Context: an optimization exercise on an open-source flow, tuned for small area, a short achievable clock period and few clock cycles. The choices shown serve that exercise and are no tape-out recipe. Function was not checked in any run shown here: the RTL went through the layout flow alone. No activity file was given, so power comes from the tool's default toggle rates.

## flow/design.v (module list and top-level ports; edited modules follow where they fit)
// module ks_add32: 502 lines
// module ks_add16c: 196 lines
// module g_a222oi: 3 lines
// module g_a22oi: 3 lines
// module g_a22o: 3 lines
// module g_a21o: 3 lines
// module g_aoi21: 3 lines
// module g_oai21: 3 lines
// module g_nand4: 3 lines
// module g_nand3: 3 lines
// module g_nand2: 3 lines
// module g_nor2: 3 lines
// module g_or3: 3 lines
// module g_inv: 3 lines
// module g_xor2: 3 lines
// module g_xnor2: 3 lines
// module g_ha: 4 lines
// module g_and3: 3 lines
// module g_mux2: 3 lines
// module g_a221o: 3 lines
// module g_buf: 3 lines
// module g_rd32f: 15 lines
// module g_rd32: 14 lines
// module mips: 300 lines
module mips(
	input wire clk,
	input wire rst,
	output wire [31:0] INST_ADDR,
	input wire [31:0] INST_DATA,
	output wire [31:0] DMEM_ADDR,
	output wire DMEM_WE,
	output wire [31:0] DMEM_WDATA,
	input wire [31:0] DMEM_RDATA
	);
  // ...
==> flow/flow/run.sh <==
#!/bin/bash
set -euo pipefail
MARGIN=6.5
bash standard.sh synth > synth.log 2>&1
SYNTH_ODB=orfs/results/sky130hd/mips/base/1_synth.odb openroad -no_init -exit flow/downsize.tcl > downsize.log 2>&1
bash standard.sh SETUP_SLACK_MARGIN=$MARGIN finish > layout.log 2>&1
==> flow/flow/downsize.tcl <==
# Set every combinational cell that synthesis mapped to a larger drive
# strength back to its smallest variant; the timing repair later in the flow
# sizes up the cells that need it.
set odb $::env(SYNTH_ODB)
read_db $odb
set db [ord::get_db]
set n 0
foreach inst [[ord::get_db_block] getInsts] {
  set m [$inst getMaster]
  set name [$m getName]
  if {[regexp {^sky130_fd_sc_hd__(df|edf|sdf|dl|sdl|conb|tap|fill|decap|diode)} $name]} { continue }
  if {[regexp {^(sky130_fd_sc_hd__[a-z0-9]+)_([0-9]+)$} $name -> base size] && $size > 1} {
    foreach s {1 0} {
      set nm [$db findMaster ${base}_$s]
      if {$nm ne "NULL" && $nm ne ""} {
        $inst swapMaster $nm
        incr n
        break
      }
    }
  }
}
puts "downsized $n cells"
write_db $odb
==> flow/standard.sh <==
#!/bin/bash
# synth_recipe.tcl (not shown) runs the flow's synth.tcl, then flattens the netlist and writes it again
# the make line also repeats each setting of config.mk as NAME=value (left out here)
make -C /OpenROAD-flow-scripts/flow DESIGN_CONFIG=/design/flow/config.mk WORK_HOME=/design/flow/orfs CLKGATE_MAP_FILE= SYNTH_SCRIPT=/design/flow/synth_recipe.tcl "${@:-finish}"
==> flow/config.mk <==
export PLATFORM = sky130hd
export DESIGN_NAME = mips
export DESIGN_NICKNAME = mips
export VERILOG_FILES = /design/flow/design.v
export SDC_FILE = /design/flow/constraint.sdc
export NUM_CORES = 8
export LEC_CHECK = 0
export CAP_MARGIN = 20
export CORE_MARGIN = 2
export CORE_UTILIZATION = 40
export SLEW_MARGIN = 20
export SYNTH_HIERARCHICAL = 1
export SYNTH_MINIMUM_KEEP_SIZE = 0
==> flow/constraint.sdc <==
create_clock -name core_clock -period 10.0 [get_ports {clk}]
set_input_delay 2.0000 -clock core_clock [delete_from_list [all_inputs] [get_ports {clk}]]
set_output_delay 2.0000 -clock core_clock [all_outputs]
set_load 0.01 [all_outputs]
==> run notes, run 1 <==
- The number of antenna diodes in the final layout is 6.
- The flow ran to the end and the layout has no timing, DRC or antenna violations.
- The region available for standard cell placement spans 163000 um2.
- In the detailed route, the total length drawn on met2 is 139 mm.
- Filler cell count: 15100
- The largest individual stage delay along the critical path comes from the cell sky130_fd_sc_hd__or4b_4.
* Combined area of all synthesized cells: 65900 um2
* Data required, critical path: 10.68 ns
- Post-route standard cell area excluding fillers: 79700 um2
- Total number of H-tree levels: 4
- The floorplan step set the die height to 410 um.
- Arrival time of the worst setup path: 4.61 ns
- Clock-pin slew on the worst setup and hold paths: 0.07 ns
- In this run the worst setup path terminates at pc_o[25].
- Fraction of power spent switching nets: 31.8%
- Gate Count Post-Synth: 6699
- Iter 0 DRT Violations: 11300
- Leaving out fill and tap cells, the most frequent cell in the layout is sky130_fd_sc_hd__dfxtp_1.
- Row generation in the floorplan step produced roughly 150 rows.
- Summing all flip-flop and latch instances after layout gives 29000 um2.
- The number of antenna violations at the first check in global routing came to 19.
- The startpoint identified for the worst register-to-register timing path is pc[12].
- Entering global routing, the biggest net connects 57 pins.
- Biggest fanout along the worst timing path: 11
- The final hold violation count came to 0.
- Slew margin rel.: a little over a quarter
- In this run the power spent charging and discharging nets is 5.19 mW.
- Power attributed to combinational cells: 3.29 mW
==> module mips, before the edit <==
module mips(
	input wire clk,
	input wire rst,
	output wire [31:0] INST_ADDR,
	input wire [31:0] INST_DATA,
	output wire [31:0] DMEM_ADDR,
	output wire DMEM_WE,
	output wire [31:0] DMEM_WDATA,
	input wire [31:0] DMEM_RDATA
	);
	genvar gk, gb;
	reg  [31:0] pc;
	reg  [31:0] ras;
	reg         e_ld, e_st, e_br, e_bx, e_jr;      
	reg  [4:0]  e_rd;                    
	reg         e_fa_lo, e_fa_hi;
	reg         c_ab, c_mb, c_am, c_mm;
	reg         j_a, j_m;                
	reg         e_fb;                    
	reg         x_b, x_bn, x_m, x_mn, x_i, x_in;
	reg         h_b, h_br, h_m, h_mr;
	reg         e_sub;                   
	reg         s_m, s_a, s_c;
	reg         r_add, r_slt, r_and, r_or, r_xor, r_nor, r_srl, r_sll, r_b;
	reg         e_sra;
	reg  [4:0]  e_sa;
	reg  [31:0] e_a, e_b, e_imm, e_alt;
	reg         m_we, m_ld;
	reg  [4:0]  m_rd;
	reg  [31:0] m_res, m_wd;
	reg  [31:0] rf [1:31];
	reg  [31:1] rf_v;
	wire [31:0] fa = {{16{e_fa_hi}}, {16{e_fa_lo}}};
	wire [31:0] a = (fa & m_res) | (~fa & e_a);
	wire [31:0] bx = ({32{x_b}} & e_b) | ({32{x_bn}} & ~e_b)
	               | ({32{x_m}} & m_res) | ({32{x_mn}} & ~m_res)
	               | ({32{x_i}} & e_imm) | ({32{x_in}} & ~e_imm);
	wire [4:0]  sa = ({5{s_m}} & m_res[4:0]) | ({5{s_a}} & e_a[4:0]) | ({5{s_c}} & e_sa);
	wire [31:0] sum, p, g;
	ks_add32 add(.a(a), .b(bx), .cin(e_sub), .s(sum), .p(p), .g0(g));
	wire [31:0] pg = p | g;                           
	function automatic [31:0] rev32(input [31:0] x);
		integer k;
		for (k = 0; k < 32; k = k + 1) rev32[k] = x[31-k];
	endfunction
	wire [31:0] sh_in = ({32{h_b}} & e_b) | ({32{h_br}} & rev32(e_b))
	                  | ({32{h_m}} & m_res) | ({32{h_mr}} & rev32(m_res));
	wire        sh_fill = e_sra & bx[31];
	wire [32:0] sh_ext = $signed({sh_fill, sh_in}) >>> sa;
	wire [31:0] sr = sh_ext[31:0];
	wire [31:0] oth = ({32{r_and}} & g)
	                | ({32{r_or}}  & pg)
	                | ({32{r_xor}} & p)
	                | ({32{r_nor}} & ~pg)
	                | ({32{r_srl}} & sr)
	                | ({32{r_sll}} & rev32(sr))
	                | ({32{r_b}}   & bx);
	wire [31:0] alu;
	g_a221o r0(.a1(r_add), .a2(sum[0]), .b1(r_slt), .b2(sum[31]), .c1(oth[0]), .y(alu[0]));
	generate for (gb = 1; gb < 32; gb = gb + 1) begin : res
		g_a21o r(.a1(r_add), .a2(sum[gb]), .b1(oth[gb]), .y(alu[gb]));
	end endgenerate
	wire eq = (c_ab & (e_a == e_b)) | (c_mb & (m_res == e_b))
	        | (c_am & (e_a == m_res)) | c_mm;
	wire mis_br = e_br & (eq ^ e_bx);
	wire mis_jr = (j_a & (e_a != pc)) | (j_m & (m_res != pc));
	wire mis    = mis_br | mis_jr;
	wire [31:0] redirect = e_jr ? a : e_alt;
	wire [31:0] m_val = m_ld ? DMEM_RDATA : m_res;
	wire m_w = (m_rd != 5'd0);
	reg  [31:0] m_adr;
	always @(posedge clk) if (e_ld | e_st) m_adr <= alu;
	assign DMEM_ADDR  = m_adr;
	assign DMEM_WE    = m_we;
	assign DMEM_WDATA = m_wd;
	wire [31:0] ins = INST_DATA;
	assign INST_ADDR = pc_o;
	wire [5:0]  op  = ins[31:26];
	wire [4:0]  rs  = ins[25:21];
	wire [4:0]  rt  = ins[20:16];
	wire [4:0]  rdf = ins[15:11];
	wire [4:0]  shamt = ins[10:6];
	wire [5:0]  fn  = ins[5:0];
	wire [15:0] imm = ins[15:0];
	wire is_r    = (op == 6'd0);
	wire is_jr   = is_r & (fn == 6'b001000);
	wire is_jalr = is_r & (fn == 6'b001001);
	wire is_j    = (op == 6'd2);
	wire is_jal  = (op == 6'd3);
	wire is_beq  = (op == 6'd4);
	wire is_bne  = (op == 6'd5);
	wire is_br   = is_beq | is_bne;
	wire is_lw   = (op == 6'b100011);
	wire is_sw   = (op == 6'b101011);
	wire is_ia   = (op[5:3] == 3'b001);           
	wire is_lui  = (op == 6'b001111);
	wire sh_const = is_r & (fn == 6'd0 || fn == 6'd2 || fn == 6'd3);
	wire sh_var   = is_r & (fn == 6'd4 || fn == 6'd6 || fn == 6'd7);
	wire uses_rs = (is_r & ~sh_const) | (is_ia & ~is_lui) | is_lw | is_sw | is_br;
	wire uses_rt = (is_r & ~is_jalr) | is_sw | is_br;
	reg  [4:0] dst;
	always @(*) begin
		if (is_r) dst = is_jalr ? 5'd31 : rdf;
		else if (is_ia | is_lw) dst = rt;
		else if (is_jal) dst = 5'd31;
		else dst = 5'd0;
	end
	reg f_sub, f_add, f_slt, f_and, f_or, f_xor, f_nor, f_srl, f_sll, f_sra, f_b;
	always @(*) begin
		{f_sub, f_add, f_slt, f_and, f_or, f_xor, f_nor, f_srl, f_sll, f_sra, f_b} = 11'b0;
		if (is_r) begin
			case (fn)
				6'b100000, 6'b100001: f_add = 1'b1;
				6'b100010, 6'b100011: begin f_add = 1'b1; f_sub = 1'b1; end
				6'b101010, 6'b101011: begin f_slt = 1'b1; f_sub = 1'b1; end
				6'b100100: f_and = 1'b1;
				6'b100101: f_or = 1'b1;
				6'b100110: f_xor = 1'b1;
				6'b100111: f_nor = 1'b1;
				6'b000000, 6'b000100: f_sll = 1'b1;
				6'b000010, 6'b000110: f_srl = 1'b1;
				6'b000011, 6'b000111: begin f_srl = 1'b1; f_sra = 1'b1; end
				6'b001001: f_b = 1'b1;                  
				default: f_and = 1'b1;                  
			endcase
		end else begin
			case (op)
				6'b001000, 6'b001001, 6'b100011, 6'b101011: f_add = 1'b1;
				6'b001010, 6'b001011: begin f_slt = 1'b1; f_sub = 1'b1; end
				6'b001100: f_and = 1'b1;
				6'b001101: f_or = 1'b1;
				6'b001110: f_xor = 1'b1;
				default: f_b = 1'b1;                    
			endcase
		end
	end
	wire sext = (op == 6'b001000) | (op == 6'b001010) | is_lw | is_sw | is_br;
	wire [31:0] pc4 = pc + 32'd4;
	wire [31:0] immv = is_lui ? {imm, 16'b0} :
	                   (is_jal | is_jalr) ? pc4 :
	                   {{16{sext & imm[15]}}, imm};
	wire ui = ~((is_r & ~is_jalr) | is_br);
	wire rs_m = m_w & (rs == m_rd);
	wire rt_m = m_w & (rt == m_rd);
	wire [31:1] rf_en;
	generate for (gk = 1; gk < 32; gk = gk + 1) begin : en
		assign rf_en[gk] = rf_v[gk] & (m_rd != gk);
	end endgenerate
	wire [3:0] rs_h = 4'b1 << rs[4:3], rt_h = 4'b1 << rt[4:3];
	wire [7:0] rs_l = 8'b1 << rs[2:0], rt_l = 8'b1 << rt[2:0];
	wire [31:0] sel_a, sel_b;
	generate for (gk = 1; gk < 32; gk = gk + 1) begin : sel
		g_and3 da(.a(rs_h[gk/8]), .b(rs_l[gk%8]), .c(rf_en[gk]), .y(sel_a[gk-1]));
		g_and3 db(.a(rt_h[gk/8]), .b(rt_l[gk%8]), .c(rf_en[gk]), .y(sel_b[gk-1]));
	end endgenerate
	assign sel_a[31] = rs_m;
	assign sel_b[31] = rt_m;
	wire [31:0] rs_val, rt_val;
	generate for (gb = 0; gb < 32; gb = gb + 1) begin : rdp
		wire [31:0] d;
		for (gk = 1; gk < 32; gk = gk + 1) begin : c
			assign d[gk-1] = rf[gk][gb];
		end
		assign d[31] = m_val[gb];
		g_rd32f ua(.s(sel_a), .d(d), .q(rs_val[gb]));
		g_rd32f ub(.s(sel_b), .d(d), .q(rt_val[gb]));
	end endgenerate
	wire e_w = (e_rd != 5'd0);
	wire rs_e = e_w & (rs == e_rd);
	wire rt_e = e_w & (rt == e_rd);
	wire rs_e2;
	g_buf fab(.a(rs_e), .y(rs_e2));       
	wire stall = e_ld & ((uses_rs & rs_e) | (uses_rt & rt_e));
	wire adv = ~stall & ~mis;         
	wire pred_t = is_bne | (is_beq & imm[15]);
	wire [15:0] blo;
	wire        bco;
	ks_add16c badd(.a(pc[17:2]), .b(imm), .cin(1'b1), .s(blo), .co(bco));
	wire [13:0] hi = pc[31:18];
	wire [13:0] hi_p = hi + 14'd1;
	wire [13:0] hi_m = hi - 14'd1;
	wire [13:0] bx0 = imm[15] ? hi : hi_p;        
	wire [13:0] bx1 = imm[15] ? hi_m : hi;        
	wire [13:0] bhi;
	generate for (gb = 0; gb < 14; gb = gb + 1) begin : bsel
		g_mux2 m(.a0(bx1[gb]), .a1(bx0[gb]), .s(bco), .y(bhi[gb]));
	end endgenerate
	wire [31:0] btgt = {bhi, blo, pc[1:0]};
	reg [31:0] npc;
	always @(*) begin
		if (mis) npc = redirect;
		else if (stall) npc = pc;
		else if (is_j | is_jal) npc = {pc4[31:28], ins[25:0], 2'b00};
		else if (is_jr) npc = ras;
		else npc = pc4;
	end
	wire take_bt = ~mis & ~stall & is_br & pred_t;
	wire [13:0] nx0 = take_bt ? bx0 : npc[31:18];    
	wire [13:0] nx1 = take_bt ? bx1 : npc[31:18];    
	wire [31:0] pc_d;
	generate for (gb = 0; gb < 14; gb = gb + 1) begin : pch
		g_mux2 m(.a0(nx1[gb]), .a1(nx0[gb]), .s(bco), .y(pc_d[18+gb]));
	end
	for (gb = 0; gb < 16; gb = gb + 1) begin : pcl
		g_mux2 m(.a0(npc[2+gb]), .a1(blo[gb]), .s(take_bt), .y(pc_d[2+gb]));
	end endgenerate
	assign pc_d[1:0] = npc[1:0];
	reg [31:0] pc_o;
	always @(posedge clk) pc_o <= rst ? 32'b0 : pc_d;
	always @(posedge clk or posedge rst) begin
		if (rst) begin
			pc <= 32'b0;
			ras <= 32'b0;
		end else begin
			pc <= pc_d;
			if (is_jal | is_jalr) ras <= pc4;
		end
	end
	always @(posedge clk or posedge rst) begin
		if (rst) begin
			{e_ld, e_st, e_br, e_bx, e_jr} <= 5'b0;
			{j_a, j_m} <= 2'b0;
			e_rd <= 5'd0;
			m_we <= 1'b0;
			m_ld <= 1'b0;
			m_rd <= 5'd0;
		end else begin
			if (adv) begin
				e_ld <= is_lw;
				e_st <= is_sw;
				e_br <= is_br;
				e_bx <= is_bne ^ pred_t;
				e_jr <= is_jr | is_jalr;
				j_a <= (is_jr | is_jalr) & ~rs_e;
				j_m <= (is_jr | is_jalr) & rs_e;
				e_rd <= dst;
			end else begin
				{e_ld, e_st, e_br, e_bx, e_jr} <= 5'b0;
				{j_a, j_m} <= 2'b0;
				e_rd <= 5'd0;
			end
			m_we <= e_st;
			m_ld <= e_ld;
			m_rd <= e_rd;
		end
	end
	always @(posedge clk) begin
		e_fa_lo <= rs_e;
		e_fa_hi <= rs_e2;
		c_ab  <= ~rs_e & ~rt_e;
		c_mb  <= rs_e & ~rt_e;
		c_am  <= ~rs_e & rt_e;
		c_mm  <= rs_e & rt_e;
		e_fb  <= rt_e;
		x_b   <= ~ui & ~rt_e & ~f_sub;
		x_bn  <= ~ui & ~rt_e & f_sub;
		x_m   <= ~ui & rt_e & ~f_sub;
		x_mn  <= ~ui & rt_e & f_sub;
		x_i   <= ui & ~f_sub;
		x_in  <= ui & f_sub;
		h_b   <= ~rt_e & ~f_sll;
		h_br  <= ~rt_e & f_sll;
		h_m   <= rt_e & ~f_sll;
		h_mr  <= rt_e & f_sll;
		e_sub <= f_sub;
		s_m   <= sh_var & rs_e;
		s_a   <= sh_var & ~rs_e;
		s_c   <= ~sh_var;
		e_sa  <= shamt;
		r_add <= f_add;
		r_slt <= f_slt;
		r_and <= f_and;
		r_or  <= f_or;
		r_xor <= f_xor;
		r_nor <= f_nor;
		r_srl <= f_srl;
		r_sll <= f_sll;
		e_sra <= f_sra;
		r_b   <= f_b;
		e_a   <= rs_val;
		e_b   <= rt_val;
		e_imm <= immv;
		e_alt <= pred_t ? pc4 : btgt;
		m_res <= alu;
		m_wd  <= e_fb ? m_res : e_b;
	end
	always @(posedge clk or posedge rst) begin
		if (rst) rf_v <= 31'b0;
		else if (m_w) rf_v[m_rd] <= 1'b1;
	end
	generate for (gk = 1; gk < 32; gk = gk + 1) begin : wr
		wire we = (m_rd == gk);
		wire wen = ~we;
		for (gb = 0; gb < 32; gb = gb + 1) begin : b
			wire nx;
			g_a22o m(.a1(we), .a2(m_val[gb]), .b1(wen), .b2(rf[gk][gb]), .y(nx));
			always @(posedge clk) rf[gk][gb] <= nx;
		end
	end endgenerate
endmodule
==> run 2: changes to the inputs <==
--- a/flow/design.v
+++ b/flow/design.v
@@ -753,2 +753,8 @@
 endmodule
+module g_pcsel(input sm, r, sh, p, sb, c, b1, b0, so, o, output y);
+	assign y = (sm & r) | (sh & p) | (sb & c & b1) | (sb & ~c & b0) | (so & o);
+endmodule
+module g_pcsel_lo(input sm, r, sh, p, sb, b, so, o, output y);
+	assign y = (sm & r) | (sh & p) | (sb & b) | (so & o);
+endmodule
 module g_buf(input a, output y);
@@ -857,3 +863,7 @@
 	reg  [31:0] m_adr;
-	always @(posedge clk) if (e_ld | e_st) m_adr <= alu;
+	wire [31:0] alu_o;
+	generate for (gb = 0; gb < 32; gb = gb + 1) begin : aob
+		g_buf b(.a(alu[gb]), .y(alu_o[gb]));
+	end endgenerate
+	always @(posedge clk) m_adr <= alu_o;
 	assign DMEM_ADDR  = m_adr;
@@ -936,3 +946,3 @@
 	wire [7:0] rs_l = 8'b1 << rs[2:0], rt_l = 8'b1 << rt[2:0];
-	wire [31:0] sel_a, sel_b;
+	wire [31:0] sel_a, sel_b, sel_a2, sel_b2;
 	generate for (gk = 1; gk < 32; gk = gk + 1) begin : sel
@@ -940,3 +950,7 @@
 		g_and3 db(.a(rt_h[gk/8]), .b(rt_l[gk%8]), .c(rf_en[gk]), .y(sel_b[gk-1]));
+		g_and3 da2(.a(rs_l[gk%8]), .b(rs_h[gk/8]), .c(rf_en[gk]), .y(sel_a2[gk-1]));
+		g_and3 db2(.a(rt_l[gk%8]), .b(rt_h[gk/8]), .c(rf_en[gk]), .y(sel_b2[gk-1]));
 	end endgenerate
+	assign sel_a2[31] = rs_m;
+	assign sel_b2[31] = rt_m;
 	assign sel_a[31] = rs_m;
@@ -950,4 +964,4 @@
 		assign d[31] = m_val[gb];
-		g_rd32f ua(.s(sel_a), .d(d), .q(rs_val[gb]));
-		g_rd32f ub(.s(sel_b), .d(d), .q(rt_val[gb]));
+		g_rd32f ua(.s(gb < 16 ? sel_a : sel_a2), .d(d), .q(rs_val[gb]));
+		g_rd32f ub(.s(gb < 16 ? sel_b : sel_b2), .d(d), .q(rt_val[gb]));
 	end endgenerate
@@ -974,23 +988,32 @@
 	wire [31:0] btgt = {bhi, blo, pc[1:0]};
-	reg [31:0] npc;
-	always @(*) begin
-		if (mis) npc = redirect;
-		else if (stall) npc = pc;
-		else if (is_j | is_jal) npc = {pc4[31:28], ins[25:0], 2'b00};
-		else if (is_jr) npc = ras;
-		else npc = pc4;
-	end
-	wire take_bt = ~mis & ~stall & is_br & pred_t;
-	wire [13:0] nx0 = take_bt ? bx0 : npc[31:18];    
-	wire [13:0] nx1 = take_bt ? bx1 : npc[31:18];    
+	wire bt_dec = is_br & pred_t;
+	wire [31:0] oth_pc = (is_j | is_jal) ? {pc4[31:28], ins[25:0], 2'b00} :
+	                     is_jr ? ras : pc4;
+	wire s_mis = mis;
+	wire s_hold = ~mis & stall;
+	wire s_bt = ~mis & ~stall & bt_dec;
+	wire s_oth = ~mis & ~stall & ~bt_dec;
 	wire [31:0] pc_d;
 	generate for (gb = 0; gb < 14; gb = gb + 1) begin : pch
-		g_mux2 m(.a0(nx1[gb]), .a1(nx0[gb]), .s(bco), .y(pc_d[18+gb]));
+		g_pcsel m(.sm(s_mis), .r(redirect[18+gb]), .sh(s_hold), .p(pc[18+gb]),
+		          .sb(s_bt), .c(bco), .b1(bx0[gb]), .b0(bx1[gb]),
+		          .so(s_oth), .o(oth_pc[18+gb]), .y(pc_d[18+gb]));
 	end
 	for (gb = 0; gb < 16; gb = gb + 1) begin : pcl
-		g_mux2 m(.a0(npc[2+gb]), .a1(blo[gb]), .s(take_bt), .y(pc_d[2+gb]));
+		g_pcsel_lo m(.sm(s_mis), .r(redirect[2+gb]), .sh(s_hold), .p(pc[2+gb]),
+		             .sb(s_bt), .b(blo[gb]), .so(s_oth), .o(oth_pc[2+gb]), .y(pc_d[2+gb]));
+	end
+	for (gb = 0; gb < 2; gb = gb + 1) begin : pcb
+		g_pcsel_lo m(.sm(s_mis), .r(redirect[gb]), .sh(s_hold), .p(pc[gb]),
+		             .sb(s_bt), .b(pc[gb]), .so(s_oth), .o(oth_pc[gb]), .y(pc_d[gb]));
 	end endgenerate
-	assign pc_d[1:0] = npc[1:0];
 	reg [31:0] pc_o;
-	always @(posedge clk) pc_o <= rst ? 32'b0 : pc_d;
+	wire [31:0] pc_od;
+	generate for (gb = 0; gb < 32; gb = gb + 1) begin : pob
+		g_buf b(.a(pc_d[gb]), .y(pc_od[gb]));
+	end endgenerate
+	always @(posedge clk or posedge rst) begin
+		if (rst) pc_o <= 32'b0;
+		else pc_o <= pc_od;
+	end
 	always @(posedge clk or posedge rst) begin
==> flow/flow/run.sh (replaced) <==
#!/bin/bash
set -euo pipefail
MARGIN=6.5
bash standard.sh synth > synth.log 2>&1
SYNTH_ODB=orfs/results/sky130hd/mips/base/1_synth.odb openroad -no_init -exit flow/downsize.tcl > downsize.log 2>&1
bash standard.sh SETUP_SLACK_MARGIN=$MARGIN MATCH_CELL_FOOTPRINT=0 "CTS_ARGS=-sink_clustering_enable -repair_clock_nets -dont_use_dummy_load -buf_list sky130_fd_sc_hd__clkbuf_8 -sink_clustering_size 20" finish > layout.log 2>&1
==> run 2 against run 1 <==
- die area is 0.87% lower
- synthesized area is 0.88% lower
- routed wire length is 5.2% lower
- clock skew is 0.068 ns higher
- global-route usage is 1.6 points lower
- maximum frequency is 8.6% higher
- via count is 0.92% lower
- combinational power is 19% lower
- first-iteration DRC count is 4.5% higher
- critical path type unchanged
- critical path depth is 4 lower
- highest routed layer unchanged
- clock power is 29% lower
==> run notes, run 2 <==
- Layout-stage area growth over the synthesis result: 14.8% (was 20.9%)
- The wire length after detailed routing came to 322 mm (was 340 mm).
- Post-route ant nets: 0 (unchanged)
- Actual transition at the worst max-transition pin: 1.27 ns (was 1.10 ns)
- The remaining design rule violation count came to 0 (unchanged).
- Vias after detailed routing: 66100 (was 66700)
* First-pass iteration count of the detailed router: 12 (was 8)
* TritonCTS clock tree: done (unchanged)
* Most used cell along the critical path: sky130_fd_sc_hd__nand2_1
* Die X-Extent: 408 um (was 410 um)
- Clk sink count: 1398 (unchanged)
- The synthesized instance count came to 6692 (was 6699).
* Final total negative setup slack: 0 ns (unchanged)
- The overall overflow remaining after global route is 0 (unchanged).
* Number of warnings reported in the yosys synthesis log: 9 (unchanged)
- Commonest non-fill, non-tap cell in the layout: sky130_fd_sc_hd__dfxtp_1 (unchanged)
- The critical path endpoint category is a flop (unchanged).
* Filler cell count: 15400 (was 15100)
- Critical path cell sequence: clkbuf_2 -> nand2_1 -> nor2_2 -> and3_2 -> a22oi_1 -> nand4_1 -> nor2_4 -> nand2_1 (was buf_6 -> or4b_4 -> o211ai_1 -> nand3_2 -> a32o_4 -> buf_12 -> buf_16 -> nand2_2 -> a31o_1 -> o21ai_1 -> mux2_4 -> nor2b_1)
- Biggest fanout along the worst timing path: 16 (was 11)
- Clock-pin slew on the worst setup and hold paths: 0.05 ns (was 0.07 ns)
* Data required, critical path: 10.87 ns (was 10.68 ns)
* Final routed wire length divided by cell count: 35.1 um (was 36.3 um)
* Worst VDD drop: 0.000147 V (was 0.000199 V)
- The remaining max-slew budget at the tightest pin was 15.4% (was 26.6%).
* Number of flip-flops under the largest register name: 992 (unchanged)
- Placer Congestion: 0.992 (was 1.02)
- The minimum period implied by the final worst setup slack is 3.62 ns (was 3.93 ns).
- Die Footprint: 167000 um2 (was 168000 um2)
- Critical setup path kind: in2reg (unchanged)
- The standard cell with the maximum stage delay on the critical path is sky130_fd_sc_hd__and3_2 (was sky130_fd_sc_hd__or4b_4).
- Unrepaired setup endpoints after global routing: yes (unchanged).
- F_max: 0.276 GHz (was 0.254 GHz)
- The count of final max-slew check failures is 0 (unchanged).
- The number of failing setup endpoints in the final timing report was 0 (unchanged).
- Vias per std cell: 7.20 (was 7.12)
- The combined area of the multi-input logic cells was 36700 um2 (was 38000 um2).
- Slowest stage delay, CP: 0.74 ns (was 0.48 ns)
* Clock buffers created by TritonCTS: 232 (was 153)
- Final Hold Viols: 0 (unchanged)
* # port buffers: 162 (unchanged)
* PwrDens: 184 nW/um2 (was 204 nW/um2)
- Type of element launching the critical path: input pin (unchanged)
* Combined area of all synthesized cells: 65300 um2 (was 65900 um2)
- The register with the highest flop count is rf (unchanged).
* Leakage power figure: 30.3 nW (was 31.4 nW)
* CTS root buffer: sky130_fd_sc_hd__clkbuf_8 (was sky130_fd_sc_hd__clkbuf_16)
* Count of pins on the block boundary: 163 (unchanged)
- Final-layout worst hold slack: 0.357 ns (was 0.371 ns)
* Final worst-path cycle share: 36.2% (was 39.3%)
* Largest delay contributor family on the critical path: simple AND/OR/NAND/NOR gates (was compound AO/OA/AOI/OAI gates)
* Number of cells in the design after placement: 8871 (was 8964)
- The global-route wire length before repair is 448 mm (was 466 mm).
- The area of all sequential standard cells is 28800 um2 (was 29000 um2).
* Arrival time of the worst setup path: 4.50 ns (was 4.61 ns)
- The overall fraction of global-route tracks in use was 36.5% (was 38.2%).
- Count of buffering cells on the critical path with inverters included: 1 (was 3)
- The later-pin clock latency in the skew report was 1.03 ns (was 0.84 ns).
* Initial antenna violation count: 28 (was 19)
* Num rows: 148 (unchanged)
- Maximum number of pins on one net before global-route repair: 73 (was 57)
* Final Skew: 0.125 ns (was 0.0571 ns)
- Number of nets at the end of the flow: 7117 (was 7181)
* Number of global-route vias before repair: 60000 (was 60500)
* Commonest cells after routing, fill and taps aside: 1209 x sky130_fd_sc_hd__dfxtp_1, 1162 x sky130_fd_sc_hd__a22oi_1, 1004 x sky130_fd_sc_hd__a22o_1, 354 x sky130_fd_sc_hd__nand2_1, 299 x sky130_fd_sc_hd__nor2_1 (was 1189 x sky130_fd_sc_hd__dfxtp_1, 1106 x sky130_fd_sc_hd__a22oi_1, 1007 x sky130_fd_sc_hd__a22o_1, 334 x sky130_fd_sc_hd__nand2_1, 281 x sky130_fd_sc_hd__nand4_1)
- CTS max path bufs: 3 (unchanged)
* Initial core utilization: 40.2% (was 40.4%)
- The overall die height came to 408 um (was 410 um).
- Iter 0 DRT Violations: 11800 (was 11300)
- The layout cell share with drive strength beyond 1 is 13.2% (was 15.1%).
- Core region area: 162000 um2 (was 163000 um2)
- Total number of H-tree levels: 4 (unchanged)
- Post-Syn Area per Cell: 9.76 um2 (was 9.84 um2)
- Worst min-delay path class: reg2reg (unchanged)
- The non-filler instance count after layout was 9183 (was 9365).
- Run status: no timing/DRC/antenna violations (unchanged)
- Post-layout total power: 13.8 mW (was 16.3 mW)
- The max-cap violation count was 0 (unchanged).
* Detailed placer's ending HPWL: 205 mm (was 213 mm)
run 2: worst paths after layout:
path                                     from  endpoint  slack [ns]  cells past startpoint
worst min-delay path                     e_st      m_we        0.36                      0
max in group asynchronous                 rst     pc[3]        7.28                      3
worst max register to register      m_res[27]  m_res[0]        6.49                      9
worst min register to register           e_st      m_we        0.36                      0
worst max-delay path            INST_DATA[22]   e_a[14]        6.38                      8
min in group asynchronous                 rst  pc_o[17]        1.39                      2
run 2: what timing repair did:
action | in CTS | in global routing
resized for setup | 462 | 223
gates cloned | 4 | 2
setup endpoints to repair | 438 | 262
endpoints found under the hold margin | 0 | 0
buffers inserted | 36 | 16
hold buffers | 0 | 0
pin swaps | 19 | 53
run 2: area by class of cell:
class,count,share of cell area (%)
Antenna cell,22,0.0734
Tap cell,2175,3.63
Clock buffer,232,4.26
Inverter,77,0.407
Sequential cell,1398,38.4
Timing Repair Buffer,367,4.34
Multi-Input combinational cell,4912,48.9
run 2: report_power, final:
part,switching (mW),internal (mW)
clock,2.19,2.02
sequential,0.739,6.21
combinational,1.53,1.13
total,4.46,9.36
run 2: per-stage QoR:
step / setup WS, ns / cell area (um2) / util (%)
floorplan: 5.61 / 65800 / -
global placement: 3.59 / 70100 / 43.2
detailed placement: 3.49 / 70100 / 43.2
CTS: 6.36 / 74100 / 45.6
global route: 6.37 / 75000 / 46.2
finish: 6.38 / 75000 / 46.2
run 2: routing by layer:
metal	vias up	GRT usage (%)	wire length, um
met5	-	0	128
met4	20	17.0	16900
met2	5517	50.7	130000
met3	997	13.9	48500
li1	27100	-	-
met1	32400	49.5	127000
==> run 3: changes to the inputs <==
--- a/flow/config.mk
+++ b/flow/config.mk
@@ -9,3 +9,4 @@
 export CORE_MARGIN = 2
-export CORE_UTILIZATION = 40
+export CORE_UTILIZATION = 60
+export PLACE_DENSITY = 0.72
 export SLEW_MARGIN = 20
==> run 3 against run 2 <==
- synthesized area stayed put
- clock power is 5.2% lower
- sequential share of layout area is 0.44 points higher
- routed wire length is 7.5% lower
- via count is 1.6% higher
- clock-buffer cell count is 15 lower
- global-route usage is 14 points higher
- synthesized cell count stayed put
- combinational power hardly changed
- maximum frequency is 2.3% lower
- critical endpoint is now pc[5]
- largest cell class unchanged
==> run notes, run 3 <==
* Number of warnings reported in the yosys synthesis log: 9 (unchanged)
- The number of antenna violations at the first check in global routing is 32 (was 28).
- PwrDens: 184 nW/um2 (about the same)
- Most flop-heavy register: rf (unchanged)
* Data required, critical path: 10.76 ns (was 10.87 ns)
- Max-Cap Viols: 0 (unchanged)
* End point of the worst hold path: m_we (unchanged)
- Num rows: 121 (was 148)
- Clock buffers created by TritonCTS: 217 (was 232)
* Insertion delay of the later-clocked pin in the worst-skew pair: 0.95 ns (was 1.03 ns)
- The final cycle utilization of the critical path is 37.1% (was 36.2%).
* Initial core utilization: 60.3% (was 40.2%)
- # port buffers: 162 (unchanged)
- Final Hold Viols: 0 (unchanged)
- Combined global-route utilization of all metal layers: 50.4% (was 36.5%)
- The layout overhead on the synthesized area came to 13.5% (was 14.8%).
* Die Footprint: 112000 um2 (was 167000 um2)
- Number of instances on the worst hold path: 0 (unchanged)
- The remaining design rule violation count came to 0 (unchanged).
- The post-route core utilization is 68.4% (was 46.2%).
* Unrepaired setup endpoints after global routing: yes (unchanged)
- Hold buffers post-CTS: 0 (unchanged)
* Vias per std cell: 8.00 (was 7.20)
* CTS root buffer: sky130_fd_sc_hd__clkbuf_8 (unchanged)
- The remaining max-slew budget at the tightest pin came to 28.6% (was 15.4%).
- Arrival time of the worst setup path: 4.47 ns (was 4.50 ns)
- The startpoint of the lowest-slack register-to-register path is m_res[7] (was m_res[27]).
- The synthesized instance count came to 6692 (unchanged).
* Worst Reg2Reg Path Length in Cells: 14 (was 9)
- Maximum number of pins on one net before global-route repair: 147 (was 73)
- Critical setup path kind: reg2reg (was in2reg)
- Number of global-route vias before repair: 60000 (about the same)
- The worst voltage drop across the vdd grid was 0.000224 V (was 0.000147 V).
* Worst-path cell with the longest stage delay: sky130_fd_sc_hd__dfxtp_1 (was sky130_fd_sc_hd__and3_2)
- The top-level port count is 163 (unchanged).
* Leftover overflow at the end of global routing: 0 (unchanged)
- Post-layout total power: 13.7 mW (was 13.8 mW)
* WL final: 298 mm (was 322 mm)
- Share of cells above drive strength 1: 12.1% (was 13.2%)
- Crit Reg-Reg Endpoint: pc[5] (was m_res[0])
* Number of nets at the end of the flow: 7092 (was 7117)
- The global placer's final weighted congestion is 1.09 (was 0.992).
- CTS max path bufs: 3 (unchanged)
- The number of flip-flops under the largest register name is 992 (unchanged).
- Final critical delay including setup and external delays: 3.71 ns (was 3.62 ns)
* Run status: no timing/DRC/antenna violations (unchanged)
- TritonCTS clock tree: done (unchanged)
* Iter 0 DRT Violations: 14400 (was 11800)
* Type of element launching the critical path: flop (was input pin)
- Combined area of all synthesized cells: 65300 um2 (unchanged)
- Total number of H-tree levels: 4 (unchanged)
- Commonest cells after routing, fill and taps aside: 1205 x sky130_fd_sc_hd__dfxtp_1, 1156 x sky130_fd_sc_hd__a22oi_1, 1004 x sky130_fd_sc_hd__a22o_1, 355 x sky130_fd_sc_hd__nand2_1, 296 x sky130_fd_sc_hd__nor2_1 (was 1209 x sky130_fd_sc_hd__dfxtp_1, 1162 x sky130_fd_sc_hd__a22oi_1, 1004 x sky130_fd_sc_hd__a22o_1, 354 x sky130_fd_sc_hd__nand2_1, 299 x sky130_fd_sc_hd__nor2_1)
* Post-route ant nets: 0 (unchanged)
- Core region area: 108000 um2 (was 162000 um2)
- Wire length of the first global-routing pass: 418 mm (was 448 mm)
* Clock-pin slew on the worst setup and hold paths: 0.05 ns (about the same)
* Critical path cell sequence: xnor2_1 -> nand4_1 -> nor4_1 -> nand4_1 -> o221ai_1 -> xnor2_1 -> o211ai_1 -> buf_6 -> buf_4 -> buf_6 -> nor2_4 -> clkbuf_16 -> a22oi_2 -> nand2_1 (was clkbuf_2 -> nand2_1 -> nor2_2 -> and3_2 -> a22oi_1 -> nand4_1 -> nor2_4 -> nand2_1)
- Crit path capture type: flop (unchanged)
- The setup slack after layout came to 6.29 ns (was 6.38 ns).
- The longest individual stage delay on the worst path was 0.83 ns (was 0.74 ns).
- Worst slack after detailed placement: 3.94 ns (was 3.49 ns)
* Chip Height: 334 um (was 408 um)
* First-pass iteration count of the detailed router: 13 (was 12)
- The die width came to 334 um (was 408 um).
- The setup TNS after final layout came to 0 ns (unchanged).
* Final Skew: 0.101 ns (was 0.125 ns)
- The detailed-route via count was 67200 (was 66100).
- Setup violation total in the final timing report: 0 (unchanged)
- Detailed placer's ending HPWL: 191 mm (was 205 mm)
* Actual transition at the worst max-transition pin: 1.06 ns (was 1.27 ns)
- Leakage power figure: 30.6 nW (was 30.3 nW)
- Post-Syn Area per Cell: 9.76 um2 (unchanged)
- The origin of the worst min-delay path is e_st (unchanged).
- F_max: 0.270 GHz (was 0.276 GHz)
* Final count of pins violating max slew: 0 (unchanged)
* Biggest fanout along the worst timing path: 9 (was 16)
- The final routed wire length divided by cell count was 35.5 um (was 35.1 um).
- The type of the worst min-delay path is reg2reg (unchanged).
* Commonest non-fill, non-tap cell in the layout: sky130_fd_sc_hd__dfxtp_1 (unchanged)
* Clk sink count: 1398 (unchanged)
* Register-to-register path setup slack: 6.29 ns (was 6.49 ns)
run 3: cell type report:
class                           count  area (um2)
Sequential cell                  1398       28800
Antenna cell                       20        50.0
Clock buffer                      217        2990
Tap cell                         1414        1770
Fill cell                        8497       34200
Timing Repair Buffer              357        3470
Multi-Input combinational cell   4912       36800
Inverter                           77         297
run 3: where the power goes:
part | leakage [nW] | switching, mW | internal [mW] | total, mW
clock network | 1.56 | 2.09 | 1.90 | 3.99
logic | 17.0 | 1.50 | 1.15 | 2.65
registers | 12.1 | 0.807 | 6.21 | 7.01
run 3: worst max-delay path, delay by kind of cell (launching register included):
family | cells | cell delay, ns
AOI/OAI and AO/OA | 3 | 0.96
DFF | 1 | 0.83
buffers and inverters | 4 | 0.58
xor gates and xnor gates | 2 | 0.41
and+or+nand+nor | 5 | 0.78
run 3: worst max path at each step:
stage | start | cells after the start | slack, ns | to
floorplan | INST_DATA[30] | 11 | 5.61 | pc_o[18]
global placement | INST_DATA[29] | 12 | 4.03 | pc[27]
detailed placement | INST_DATA[29] | 12 | 3.94 | pc_o[28]
CTS | pc_o[18] | 1 | 6.44 | INST_ADDR[18]
global route | INST_DATA[22] | 12 | 6.27 | pc[21]
finish | m_res[7] | 14 | 6.29 | pc[5]
run 3: metal layers:
layer  vias to the layer above  GRT usage (%)  share of wire [%]
li1                      27100              -                  -
met1                     32200           66.9                 37
met3                      1268           26.0                 19
met2                      6577           68.0                 39
met4                        54           20.9                5.3
met5                         -          0.955               0.14
run 3: timing repair:
action                                  CTS  global route
gates cloned                              4             1
resized for setup                       434           231
buffers inserted                         42            13
endpoints found under the setup margin  497           231
pin swaps                                20            55
run 3: per-stage QoR:
stage / area [um2] / hold WS (ns) / std cells
2_1_floorplan: 65800 / 0.331 / 6693
3_3_place_gp: 69100 / 0.341 / 8097
3_5_place_dp: 69100 / 0.356 / 8097
4_1_cts: 73200 / 0.363 / 8360
5_1_grt: 74100 / 0.369 / 8378
6_report: 74200 / 0.359 / 8395
==> run 4: changes to the inputs <==
==> flow/flow/run.sh (replaced) <==
#!/bin/bash
set -euo pipefail
MARGIN=6.5
bash standard.sh synth > synth.log 2>&1
SYNTH_ODB=orfs/results/sky130hd/mips/base/1_synth.odb openroad -no_init -exit flow/downsize.tcl > downsize.log 2>&1
bash standard.sh SETUP_SLACK_MARGIN=$MARGIN "CTS_ARGS=-sink_clustering_enable -repair_clock_nets -dont_use_dummy_load -buf_list sky130_fd_sc_hd__clkbuf_8 -sink_clustering_size 20" finish > layout.log 2>&1
--- a/flow/config.mk
+++ b/flow/config.mk
@@ -9,4 +9,3 @@
 export CORE_MARGIN = 2
-export CORE_UTILIZATION = 60
-export PLACE_DENSITY = 0.72
+export CORE_UTILIZATION = 40
 export SLEW_MARGIN = 20
==> run 4 against run 3 <==
- core utilization is 22 points lower
- non-clock buffer count is 15 higher
- cell count is 9.4% higher
- clock skew is 0.052 ns higher
- still clean
- maximum frequency is 1.6% higher
- clock-buffer cell count is 18 higher
- hold slack worse by 0.0081 ns
- critical path type is now reg2out
- synthesized cell count stayed put
- highest routed layer unchanged
- routed wire length is 6.8% higher
- clock power is 6.3% higher
==> run notes, run 4 <==
* Worst min-delay path class: reg2reg (unchanged)
* Post-layout total power: 13.9 mW (was 13.7 mW)
- Clock-pin slew on the worst setup and hold paths: 0.06 ns (was 0.05 ns)
- The final HPWL from detailed placement is 207 mm (was 191 mm).
- Commonest cells after routing, fill and taps aside: 1213 x sky130_fd_sc_hd__dfxtp_1, 1171 x sky130_fd_sc_hd__a22oi_1, 1004 x sky130_fd_sc_hd__a22o_1, 352 x sky130_fd_sc_hd__nand2_1, 288 x sky130_fd_sc_hd__nand4_1 (was 1205 x sky130_fd_sc_hd__dfxtp_1, 1156 x sky130_fd_sc_hd__a22oi_1, 1004 x sky130_fd_sc_hd__a22o_1, 355 x sky130_fd_sc_hd__nand2_1, 296 x sky130_fd_sc_hd__nor2_1)
- The later-pin clock latency in the skew report is 1.03 ns (was 0.95 ns).
- The die width was 408 um (was 334 um).
* Share of cells above drive strength 1: 13.2% (was 12.1%)
- Crit path capture type: primary output (was flop)
- The worst voltage drop across the vdd grid was 0.000164 V (was 0.000224 V).
* Sequential cell area: 28800 um2 (about the same)
- The pin count of the biggest net entering global routing is 71 (was 147).
- The post-synthesis cell area is 65300 um2 (unchanged).
- Clock buffers created by TritonCTS: 235 (was 217)
- The critical path class is reg2out (was reg2reg).
* Max-Cap Viols: 0 (unchanged)
- Critical path cell sequence: buf_6 (was xnor2_1 -> nand4_1 -> nor4_1 -> nand4_1 -> o221ai_1 -> xnor2_1 -> o211ai_1 -> buf_6 -> buf_4 -> buf_6 -> nor2_4 -> clkbuf_16 -> a22oi_2 -> nand2_1).
* Final Util: 46.0% (was 68.4%)
- The number of flip-flops under the largest register name is 992 (unchanged).
- The final-layout worst hold slack was 0.351 ns (was 0.359 ns).
- Total number of H-tree levels: 4 (unchanged)
- The per-cell via count in the routed design was 7.12 (was 8.00).
* Number of global-route vias before repair: 59300 (was 60000)
* # port buffers: 162 (unchanged)
* Hold buffers post-CTS: 0 (unchanged)
- The total power divided by cell area was 185 nW/um2 (was 184 nW/um2).
* Initial core utilization: 40.2% (was 60.3%)
- Leakage power figure: 29.6 nW (was 30.6 nW)
* Combined global-route utilization of all metal layers: 36.1% (was 50.4%)
- Data required, critical path: 8.00 ns (was 10.76 ns)
* Final critical delay including setup and external delays: 3.65 ns (was 3.71 ns)
* Setup violation total in the final timing report: 0 (unchanged)
- The global placer's final weighted congestion was 1.02 (was 1.09).
- Unrepaired setup endpoints after global routing: yes (unchanged).
- The post-synthesis area per instance was 9.76 um2 (unchanged).
- Arrival time of the worst setup path: 1.65 ns (was 4.47 ns)
- The overall die height is 408 um (was 334 um).
* Count of buffering cells on the critical path with inverters included: 1 (was 4)
- Biggest fanout along the worst timing path: 1 (was 9)
- The number of search-and-repair iterations in the first detailed-routing pass came to 10 (was 13).
- Filler cell count: 15500 (was 8497)
- The number of buffers on the longest clock path is 3 (unchanged).
- The area of the core came to 162000 um2 (was 108000 um2).
- The final cycle utilization of the critical path is 36.5% (was 37.1%).
* Slowest stage delay, CP: 0.47 ns (was 0.83 ns)
* Filler-free cell count of the finished design: 9180 (was 8395)
- Wire length of the first global-routing pass: 444 mm (was 418 mm)
- The clock tree from TritonCTS is done (unchanged).
* Final count of pins violating max slew: 0 (unchanged)
- Most flop-heavy register: rf (unchanged)
- The kind of cell adding the most delay to the critical path is flip-flops (was compound AO/OA/AOI/OAI gates).
- Count of pins on the block boundary: 163 (unchanged)
- Layout-stage area growth over the synthesis result: 14.5% (was 13.5%)
- Number of warnings reported in the yosys synthesis log: 9 (unchanged)
- Final Hold Viols: 0 (unchanged)
* Number of remaining DRC errors: 0 (unchanged)
* Total area of multi-input combinational cells: 36600 um2 (was 36800 um2)
* Slew margin rel.: 27.4% (was 28.6%)
* Final routed wire length divided by cell count: 34.7 um (was 35.5 um)
* Gate Count Post-Synth: 6692 (unchanged)
- Type of element launching the critical path: flop (unchanged)
* Die Footprint: 167000 um2 (was 112000 um2)
* Initial antenna violation count: 34 (was 32)
- The DRC violation total after the first TritonRoute iteration is 11500 (was 14400).
- Actual transition at the worst max-transition pin: 1.09 ns (was 1.06 ns)
* Clk sink count: 1398 (unchanged)
- The peak clock frequency supported by timing is 0.274 GHz (was 0.270 GHz).
- Number of nets at the end of the flow: 7126 (was 7092)
- The wire length after detailed routing is 318 mm (was 298 mm).
* Worst-path cell with the longest stage delay: sky130_fd_sc_hd__dfrtp_2 (was sky130_fd_sc_hd__dfxtp_1)
- Vias after detailed routing: 65300 (was 67200)
- Post-route ant nets: 0 (unchanged)
- The setup TNS after final layout is 0 ns (unchanged).
- CTS root buffer: sky130_fd_sc_hd__clkbuf_8 (unchanged)
* Leftover overflow at the end of global routing: 0 (unchanged)
- The number of placement rows came to 148 (was 121).
- The number of placed instances, taps included is 8875 (was 8097).
* Run status: no timing/DRC/antenna violations (unchanged)
- Commonest non-fill, non-tap cell in the layout: sky130_fd_sc_hd__dfxtp_1 (unchanged)
- The setup skew after layout is 0.154 ns (was 0.101 ns).
[run 4: power breakdown]
part / internal (mW) / switching [mW]
Combinational: 1.14 / 1.52
Sequential: 6.21 / 0.739
Clock: 2.04 / 2.19
[run 4: what timing repair did]
item / CTS / global route
gates cloned: 5 / 2
pin swaps: 20 / 33
setup endpoints to repair: 579 / 309
buffers inserted: 35 / 18
resized for setup: 710 / 169
[run 4: routing by layer]
metal / global-route usage (%) / share of wire, %
met5: 0 / 0.062
met4: 13.8 / 4.5
met3: 11.5 / 14
met1: 50.6 / 40
met2: 51.0 / 41
[run 4: final timing paths]
check	startpoint	endpoint	slack, ns	depth (start not counted)
min in group asynchronous	rst	pc_o[16]	1.33	2
max in group asynchronous	rst	pc[2]	7.39	3
setup / recovery	pc_o[26]	INST_ADDR[26]	6.35	1
hold / removal	e_st	m_we	0.35	0
hold reg to reg	e_st	m_we	0.35	0
setup reg to reg	m_res[0]	m_res[4]	6.46	12
[run 4: area by class of cell]
class                      count  area share [%]
antenna                       10          0.0335
clock buffer                 235            4.33
inverter                      77           0.405
multi-input combinational   4913            49.0
sequential                  1398            38.5
tap                         2175            3.64
timing repair buffer         372            4.08
[run 4: per-stage QoR]
stage	setup slack, ns	cell area (um2)
after global routing	6.32	74800
after global placement	3.69	70200
after floorplan	5.60	65800
final	6.35	74800
after detailed placement	3.69	70200
after CTS	6.30	74000
==> run 5: changes to the inputs <==
--- a/flow/design.v
+++ b/flow/design.v
@@ -815,3 +815,3 @@
 	reg         s_m, s_a, s_c;
-	reg         r_add, r_slt, r_and, r_or, r_xor, r_nor, r_srl, r_sll, r_b;
+	reg         r_add, r_slt, r_and, r_or, r_xor, r_nor, r_srl, r_sll, r_b, r_l;
 	reg         e_sra;
@@ -848,3 +848,4 @@
 	                | ({32{r_sll}} & rev32(sr))
-	                | ({32{r_b}}   & bx);
+	                | ({32{r_b}}   & bx)
+	                | ({32{r_l}}   & e_alt);
 	wire [31:0] alu;
@@ -862,2 +863,3 @@
 	wire m_w = (m_rd != 5'd0);
+	always @(posedge clk) m_we <= ~rst & e_st;
 	reg  [31:0] m_adr;
@@ -903,5 +905,5 @@
 	end
-	reg f_sub, f_add, f_slt, f_and, f_or, f_xor, f_nor, f_srl, f_sll, f_sra, f_b;
+	reg f_sub, f_add, f_slt, f_and, f_or, f_xor, f_nor, f_srl, f_sll, f_sra, f_b, f_l;
 	always @(*) begin
-		{f_sub, f_add, f_slt, f_and, f_or, f_xor, f_nor, f_srl, f_sll, f_sra, f_b} = 11'b0;
+		{f_sub, f_add, f_slt, f_and, f_or, f_xor, f_nor, f_srl, f_sll, f_sra, f_b, f_l} = 12'b0;
 		if (is_r) begin
@@ -918,3 +920,3 @@
 				6'b000011, 6'b000111: begin f_srl = 1'b1; f_sra = 1'b1; end
-				6'b001001: f_b = 1'b1;                  
+				6'b001001: f_l = 1'b1;                  
 				default: f_and = 1'b1;                  
@@ -928,3 +930,4 @@
 				6'b001110: f_xor = 1'b1;
-				default: f_b = 1'b1;                    
+				6'b001111: f_b = 1'b1;                  
+				default: f_l = 1'b1;                    
 			endcase
@@ -934,5 +937,3 @@
 	wire [31:0] pc4 = pc + 32'd4;
-	wire [31:0] immv = is_lui ? {imm, 16'b0} :
-	                   (is_jal | is_jalr) ? pc4 :
-	                   {{16{sext & imm[15]}}, imm};
+	wire [31:0] immv = is_lui ? {imm, 16'b0} : {{16{sext & imm[15]}}, imm};
 	wire ui = ~((is_r & ~is_jalr) | is_br);
@@ -1014,6 +1015,3 @@
 	end endgenerate
-	always @(posedge clk or posedge rst) begin
-		if (rst) pc_o <= 32'b0;
-		else pc_o <= pc_od;
-	end
+	always @(posedge clk) pc_o <= rst ? 32'b0 : pc_od;
 	always @(posedge clk or posedge rst) begin
@@ -1032,3 +1030,2 @@
 			e_rd <= 5'd0;
-			m_we <= 1'b0;
 			m_ld <= 1'b0;
@@ -1050,3 +1047,2 @@
 			end
-			m_we <= e_st;
 			m_ld <= e_ld;
@@ -1088,2 +1084,3 @@
 		r_b   <= f_b;
+		r_l   <= f_l;
 		e_a   <= rs_val;
@@ -1091,3 +1088,3 @@
 		e_imm <= immv;
-		e_alt <= pred_t ? pc4 : btgt;
+		e_alt <= (pred_t | is_jal | is_jalr) ? pc4 : btgt;    
 		m_res <= alu;
==> flow/flow/run.sh (replaced) <==
#!/bin/bash
set -euo pipefail
MARGIN=6.5
bash standard.sh synth > synth.log 2>&1
SYNTH_ODB=orfs/results/sky130hd/mips/base/1_synth.odb openroad -no_init -exit flow/downsize.tcl > downsize.log 2>&1
bash standard.sh SETUP_SLACK_MARGIN=$MARGIN MATCH_CELL_FOOTPRINT=0 "CTS_ARGS=-sink_clustering_enable -repair_clock_nets -dont_use_dummy_load" finish > layout.log 2>&1
==> run 5 against run 4 <==
- synthesized cell count about the same
- largest cell class unchanged
- via count increased by 0.69%
- clock power increased by 15%
- sequential share of layout area decreased by 1.2 points
- synthesized area decreased by 0.12%
- hold slack improved by 0.099 ns
- first-iteration DRC count increased by 11%
==> run notes, run 5 <==
* Count of pins on the block boundary: 163 (unchanged)
- The placed cell area was 70200 um2 (about the same).
- The final HPWL from detailed placement came to 210 mm (was 207 mm).
- Number of nets at the end of the flow: 7118 (was 7126)
- Gate Count Post-Synth: 6688 (was 6692)
- Final-layout worst hold slack: 0.450 ns (was 0.351 ns)
* Type of element launching the critical path: input pin (was flop)
- The remaining max-slew budget at the tightest pin came to 27.5% (was 27.4%).
- Vias after detailed routing: 65800 (was 65300)
- The area of the die came to 166000 um2 (was 167000 um2).
- Initial core utilization: 40.2% (about the same)
* CTS root buffer: sky130_fd_sc_hd__clkbuf_16 (was sky130_fd_sc_hd__clkbuf_8)
- The peak clock frequency supported by timing was 0.278 GHz (was 0.274 GHz).
- Wire length of the first global-routing pass: 453 mm (was 444 mm)
- Worst min-delay path class: reg2reg (unchanged)
- Actual transition at the worst max-transition pin: 1.09 ns (about the same)
- The DRC violation total after the first TritonRoute iteration was 12700 (was 11500).
* Hold_sp: e_ld (was e_st)
- Placer Congestion: 1.02 (about the same)
- Number of flip-flops under the largest register name: 992 (unchanged)
- Combined area of all synthesized cells: 65200 um2 (was 65300 um2)
- The layout cell share with drive strength beyond 1 is 13.2% (about the same).
* Critical setup path kind: in2reg (was reg2out)
- Crit Reg-Reg Startpoint: m_rd[0] (was m_res[0])
- Post-route ant nets: 0 (unchanged)
* CTS max path bufs: 3 (unchanged)
- Data required, critical path: 10.75 ns (was 8.00 ns)
* Combined global-route utilization of all metal layers: 37.1% (was 36.1%)
- Run status: no timing/DRC/antenna violations (unchanged)
- The arrival time of data at the critical path endpoint came to 4.34 ns (was 1.65 ns).
* Clock buffers created by TritonCTS: 152 (was 235)
- Final Hold Viols: 0 (unchanged)
- The leakage power is 31.7 nW (was 29.6 nW).
- Commonest non-fill, non-tap cell in the layout: sky130_fd_sc_hd__dfxtp_1 (unchanged)
- Filler cell count: 15200 (was 15500)
- The number of antenna violations at the first check in global routing came to 24 (was 34).
- The setup skew after layout is 0.116 ns (was 0.154 ns).
- End point of the worst hold path: m_ld (was m_we)
- The clock transition at the register clock pins on the worst setup and hold paths after CTS is 0.06 ns (about the same).
- The number of H-tree levels was 4 (unchanged).
- Core region area: 162000 um2 (unchanged)
- The worst hold path cell count was 0 (unchanged).
* Most flop-heavy register: rf (unchanged)
* Final Util: 47.3% (was 46.0%)
- The count of cells along the worst register-to-register path came to 11 (was 12).
- Setup violation total in the final timing report: 0 (unchanged)
- Final worst-path cycle share: 36.0% (was 36.5%)
- Unrepaired setup endpoints after global routing: yes (unchanged)
- TritonCTS clock tree: done (unchanged)
- The endpoint of the worst register-to-register path is e_a[0] (was m_res[4]).
- Number of global-route vias before repair: 59000 (was 59300)
* Post-Syn Area per Cell: 9.76 um2 (about the same)
- Crit path capture type: flop (was primary output)
- The die width is 408 um (about the same).
- The count of buffers inserted at the top-level ports is 162 (unchanged).
- The register-to-register setup slack is 6.47 ns (was 6.46 ns).
- The wire length after detailed routing came to 329 mm (was 318 mm).
- The design area came to 76900 um2 (was 74800 um2).
- Number of cells in the design after placement: 8879 (was 8875)
- Post-layout total power: 16.9 mW (was 13.9 mW)
- Final critical delay including setup and external delays: 3.60 ns (was 3.65 ns)
* Number of remaining DRC errors: 0 (unchanged)
* Leftover overflow at the end of global routing: 0 (unchanged)
- The setup TNS after final layout came to 0 ns (unchanged).
- Number of warnings reported in the yosys synthesis log: 9 (unchanged)
- Commonest cells after routing, fill and taps aside: 1230 x sky130_fd_sc_hd__dfxtp_1, 1217 x sky130_fd_sc_hd__a22oi_1, 992 x sky130_fd_sc_hd__a22o_1, 317 x sky130_fd_sc_hd__nand2_1, 300 x sky130_fd_sc_hd__nor2_1 (was 1213 x sky130_fd_sc_hd__dfxtp_1, 1171 x sky130_fd_sc_hd__a22oi_1, 1004 x sky130_fd_sc_hd__a22o_1, 352 x sky130_fd_sc_hd__nand2_1, 288 x sky130_fd_sc_hd__nand4_1).
- The max-cap violation count was 0 (unchanged).
- Biggest fanout along the worst timing path: 16 (was 1)
- Maximum number of pins on one net before global-route repair: 60 (was 71)
* Final routed wire length divided by cell count: 35.8 um (was 34.7 um)
- The clock sink count came to 1399 (was 1398).
* First-pass iteration count of the detailed router: 7 (was 10)
* Insertion delay of the later-clocked pin in the worst-skew pair: 0.85 ns (was 1.03 ns)
- The worst slack after detailed placement came to 4.11 ns (was 3.69 ns).
- The per-cell via count in the routed design is 7.17 (was 7.12).
* Num rows: 148 (unchanged)
* Worst VDD drop: 0.000242 V (was 0.000164 V)
- The overall die height was 408 um (about the same).
* PwrDens: 220 nW/um2 (was 185 nW/um2)
- Final count of pins violating max slew: 0 (unchanged)
- The non-filler instance count after layout came to 9173 (was 9180).
- Worst setup margin: 6.40 ns (was 6.35 ns)
- The layout overhead on the synthesized area came to 17.8% (was 14.5%).
run 5: cell type report:
type / instances / area [um2] / share of cell area [%]
antenna: 11 / 27.5 / 0.0358
clock buffer: 152 / 3800 / 4.95
multi-input combinational: 4902 / 36800 / 47.9
inverter: 82 / 315 / 0.410
timing repair buffer: 452 / 4490 / 5.84
tap: 2175 / 2720 / 3.54
sequential: 1399 / 28700 / 37.3
run 5: worst max-delay path by stage:
stage,start,end,cells after the start
2_1_floorplan,INST_DATA[31],pc_o[18],12
3_3_place_gp,INST_DATA[5],pc_o[30],13
3_5_place_dp,INST_DATA[5],pc_o[6],13
4_1_cts,INST_DATA[30],pc_o[28],14
5_1_grt,INST_DATA[30],pc_o[19],14
6_report,INST_DATA[25],e_a[1],7
run 5: layer usage:
layer / global-route usage (%) / wire, um / up-vias
met2: 51.0 / 131000 / 5351
met3: 12.4 / 47800 / 816
met4: 15.2 / 15800 / 22
li1: - / - / 27100
met5: 0.316 / 239 / -
met1: 52.6 / 134000 / 32500
run 5: timing repair:
item / 4_1_cts / 5_1_grt
pin swaps: 32 / 41
cloned: 7 / 6
gates resized for setup: 453 / 238
hold buffers: 0 / 0
buffers inserted: 60 / 58
endpoints found under the setup margin: 459 / 218
run 5: power by group:
part           internal [mW]  switching, mW  total (mW)
logic                   1.76           2.76        4.52
clock network           2.65           2.21        4.86
registers               6.50           1.05        7.54
total                   10.9           6.02        16.9
run 5: critical path, cell delays in order:
cell and delay [ns]:
sky130_fd_sc_hd__buf_4 0.21, sky130_fd_sc_hd__nor2b_2 0.74, sky130_fd_sc_hd__and3_2 0.66, sky130_fd_sc_hd__a22oi_1 0.19, sky130_fd_sc_hd__nand4_1 0.28, sky130_fd_sc_hd__nor2_1 0.15
sky130_fd_sc_hd__nand2_1 0.07
==> run 6: changes to the inputs <==
--- a/flow/design.v
+++ b/flow/design.v
@@ -744,2 +744,5 @@
 endmodule
+module g_and2(input a, b, output y);
+	assign y = a & b;
+endmodule
 module g_and3(input a, b, c, output y);
@@ -945,4 +948,17 @@
 	end endgenerate
-	wire [3:0] rs_h = 4'b1 << rs[4:3], rt_h = 4'b1 << rt[4:3];
-	wire [7:0] rs_l = 8'b1 << rs[2:0], rt_l = 8'b1 << rt[2:0];
+	wire [4:0] rs_n, rt_n;
+	wire [3:0] rs_h, rt_h;
+	wire [7:0] rs_l, rt_l;
+	generate for (gk = 0; gk < 5; gk = gk + 1) begin : lit
+		g_inv ia(.a(rs[gk]), .y(rs_n[gk]));
+		g_inv ib(.a(rt[gk]), .y(rt_n[gk]));
+	end
+	for (gk = 0; gk < 4; gk = gk + 1) begin : pdh
+		g_and2 ha(.a(gk[1] ? rs[4] : rs_n[4]), .b(gk[0] ? rs[3] : rs_n[3]), .y(rs_h[gk]));
+		g_and2 hb(.a(gk[1] ? rt[4] : rt_n[4]), .b(gk[0] ? rt[3] : rt_n[3]), .y(rt_h[gk]));
+	end
+	for (gk = 0; gk < 8; gk = gk + 1) begin : pdl
+		g_and3 la(.a(gk[2] ? rs[2] : rs_n[2]), .b(gk[1] ? rs[1] : rs_n[1]), .c(gk[0] ? rs[0] : rs_n[0]), .y(rs_l[gk]));
+		g_and3 lb(.a(gk[2] ? rt[2] : rt_n[2]), .b(gk[1] ? rt[1] : rt_n[1]), .c(gk[0] ? rt[0] : rt_n[0]), .y(rt_l[gk]));
+	end endgenerate
 	wire [31:0] sel_a, sel_b, sel_a2, sel_b2;
==> flow/flow/run.sh (replaced) <==
#!/bin/bash
set -euo pipefail
MARGIN=6.5
bash standard.sh synth > synth.log 2>&1
SYNTH_ODB=orfs/results/sky130hd/mips/base/1_synth.odb openroad -no_init -exit flow/presize.tcl > presize.log 2>&1
bash standard.sh SETUP_SLACK_MARGIN=$MARGIN MATCH_CELL_FOOTPRINT=0 "CTS_ARGS=-sink_clustering_enable -repair_clock_nets -dont_use_dummy_load -buf_list sky130_fd_sc_hd__clkbuf_8 -sink_clustering_size 20" finish > layout.log 2>&1
==> flow/flow/presize.tcl (new file) <==
# Initial sizing of the combinational cells after the standard synthesis:
# each cell gets the drive strength its fanout asks for (smallest for one or
# a few loads, larger for wide nets); timing repair later in the flow sizes
# up what still needs it.
set odb $::env(SYNTH_ODB)
read_db $odb
set db [ord::get_db]
set n 0
foreach inst [[ord::get_db_block] getInsts] {
  set m [$inst getMaster]
  set name [$m getName]
  if {[regexp {^sky130_fd_sc_hd__(df|edf|sdf|dl|sdl|conb|tap|fill|decap|diode)} $name]} { continue }
  if {![regexp {^(sky130_fd_sc_hd__[a-z0-9]+)_([0-9]+)$} $name -> base size]} { continue }
  set fo 0
  foreach it [$inst getITerms] {
    if {[$it isOutputSignal]} {
      set net [$it getNet]
      if {$net ne "NULL" && $net ne ""} {
        set fo [expr {max($fo, [llength [$net getITerms]] + [llength [$net getBTerms]] - 1)}]
      }
    }
  }
  if {$fo >= 12} { set want {4 2 1 0} } elseif {$fo >= 5} { set want {2 1 0} } else { set want {1 0} }
  foreach s $want {
    set nm [$db findMaster ${base}_$s]
    if {$nm ne "NULL" && $nm ne ""} {
      if {[$nm getName] ne $name} { $inst swapMaster $nm; incr n }
      break
    }
  }
}
puts "resized $n cells"
write_db $odb
removed: flow/flow/downsize.tcl
==> run 6 against run 5 <==
- setup slack better by 0.0083 ns
- sequential share of layout area up 0.38 points
- critical path depth grew 2
- hold slack worse by 0.0030 ns
- sequential power increased by 2%
- die area rose by 2.7%
- clock-buffer cell count grew 80
- first-iteration DRC count decreased by 10%
- largest power group unchanged
==> run notes, run 6 <==
- Run status: no timing/DRC/antenna violations (unchanged).
* Combined global-route utilization of all metal layers: 37.1% (about the same)
* Worst slack after detailed placement: 4.38 ns (was 4.11 ns)
- Type of element launching the critical path: flop (was input pin)
* Count of pins on the block boundary: 163 (unchanged)
- The count of warnings emitted by yosys came to 9 (unchanged).
* Worst-path cell with the longest stage delay: sky130_fd_sc_hd__dfrtp_4 (was sky130_fd_sc_hd__nor2b_2)
- First-pass iteration count of the detailed router: 9 (was 7)
* Unrepaired setup endpoints after global routing: yes (unchanged)
- Slew margin rel.: 28.1% (was 27.5%)
- The final hold violation count was 0 (unchanged).
- CTS max path bufs: 3 (unchanged)
- The transition at the pin with the smallest max-transition slack is 1.07 ns (was 1.09 ns).
- The kind of cell adding the most delay to the critical path was simple AND/OR/NAND/NOR gates (unchanged).
* Most flop-heavy register: rf (unchanged)
- Critical setup path kind: reg2reg (was in2reg)
* Data required, critical path: 10.77 ns (was 10.75 ns)
- The max-cap violation count was 0 (unchanged).
- Clock-pin slew on the worst setup and hold paths: 0.05 ns (was 0.06 ns)
* Gate Count Post-Synth: 6666 (was 6688)
* F_max: 0.279 GHz (was 0.278 GHz)
* Metal1 wirelength: 131 mm (was 134 mm)
* Number of flip-flops under the largest register name: 992 (unchanged)
- The setup slack after layout is 6.41 ns (was 6.40 ns).
* Number of remaining DRC errors: 0 (unchanged)
* Initial core utilization: 40.2% (about the same)
- Total number of H-tree levels: 4 (unchanged)
* Wire length of the first global-routing pass: 458 mm (was 453 mm)
- The layout cell share with drive strength beyond 1 came to 14.8% (was 13.2%).
- The clock tree from TritonCTS was done (unchanged).
- Post-route ant nets: 0 (unchanged)
- Die X-Extent: 413 um (was 408 um)
- Worst VDD drop: 0.000147 V (was 0.000242 V)
* WL final: 334 mm (was 329 mm)
* Maximum number of pins on one net before global-route repair: 60 (unchanged)
- The most frequent standard cell in the layout excluding fill and tap cells is sky130_fd_sc_hd__dfxtp_1 (unchanged).
* Final Skew: 0.145 ns (was 0.116 ns)
- The leakage power is 30.5 nW (was 31.7 nW).
* Placer Congestion: 1.04 (was 1.02)
- # port buffers: 162 (unchanged)
- The number of nets at the end of the flow came to 7076 (was 7118).
- The later-pin clock latency in the skew report was 1.04 ns (was 0.85 ns).
- Combined area of all synthesized cells: 67000 um2 (was 65200 um2)
* Final count of pins violating max slew: 0 (unchanged)
* Layout-stage area growth over the synthesis result: 13.6% (was 17.8%)
- Post-Syn Area per Cell: 10.1 um2 (was 9.76 um2)
* Detailed placer's ending HPWL: 210 mm (about the same)
- The area of the core was 167000 um2 (was 162000 um2).
- The arrival time of data at the critical path endpoint is 4.36 ns (was 4.34 ns).
## run 6: stage by stage
stage                     hold WS (ns)  utilization (%)  std cells  cell area, um2  power, mW
after global routing             0.460             45.6       9150           76100       16.8
final                            0.447             45.6       9158           76100       16.4
after floorplan                  0.354                -       6667           67400       10.1
after CTS                        0.447             45.3       9116           75500       16.1
after detailed placement         0.436             42.5       8809           70900       11.9
after global placement           0.429             42.5       8809           70900       11.8
## run 6: routing by layer
layer / global-route usage (%) / vias to the layer above
met5: 0 / -
met4: 20.7 / 18
met3: 13.3 / 958
met2: 51.5 / 5145
met1: 49.5 / 32300
li1: - / 26900
## run 6: final timing paths
| kind | from | depth (start not counted) | slack, ns | to |
|---|---|---|---|---|
| setup / recovery | m_rd[0] | 9 | 6.41 | e_a[15] |
| hold / removal | rf_v[13] | 1 | 0.45 | rf_v[13] |
| setup reg to reg | m_rd[0] | 9 | 6.41 | e_a[15] |
| hold reg to reg | rf_v[13] | 1 | 0.45 | rf_v[13] |
| max in group asynchronous | rst | 4 | 6.74 | m_ld |
| min in group asynchronous | rst | 3 | 1.87 | ras[0] |
## run 6: power breakdown
group | total (mW) | internal (mW) | switching, mW
Combinational | 4.42 | 1.70 | 2.72
Sequential | 7.72 | 6.59 | 1.13
Clock | 4.22 | 2.02 | 2.20
## run 6: timing repair
item                                    in CTS  in global routing
pin swaps                                   22                 20
gates resized for setup                    358                143
endpoints found under the hold margin        0                  0
buffers inserted                            60                 29
cloned                                      15                  4
hold buffers                                 0                  0
endpoints found under the setup margin     372                185
## run 6: final cells by class
class,instances,area (um2)
Timing Repair Buffer,325,3180
Inverter,90,418
Antenna cell,9,22.5
Clock buffer,232,3190
Sequential cell,1399,28700
Fill cell,15700,90800
Tap cell,2204,2760
Multi-Input combinational cell,4899,37800

Setup slack of run 6, layout unchanged: 6.412 ns with ideal ports, 6.412 ns with driving cells assumed (clock clkbuf_16, inputs buf_2), 5.457 ns with port delays also shifted by the 1.052 ns mid clock arrival.
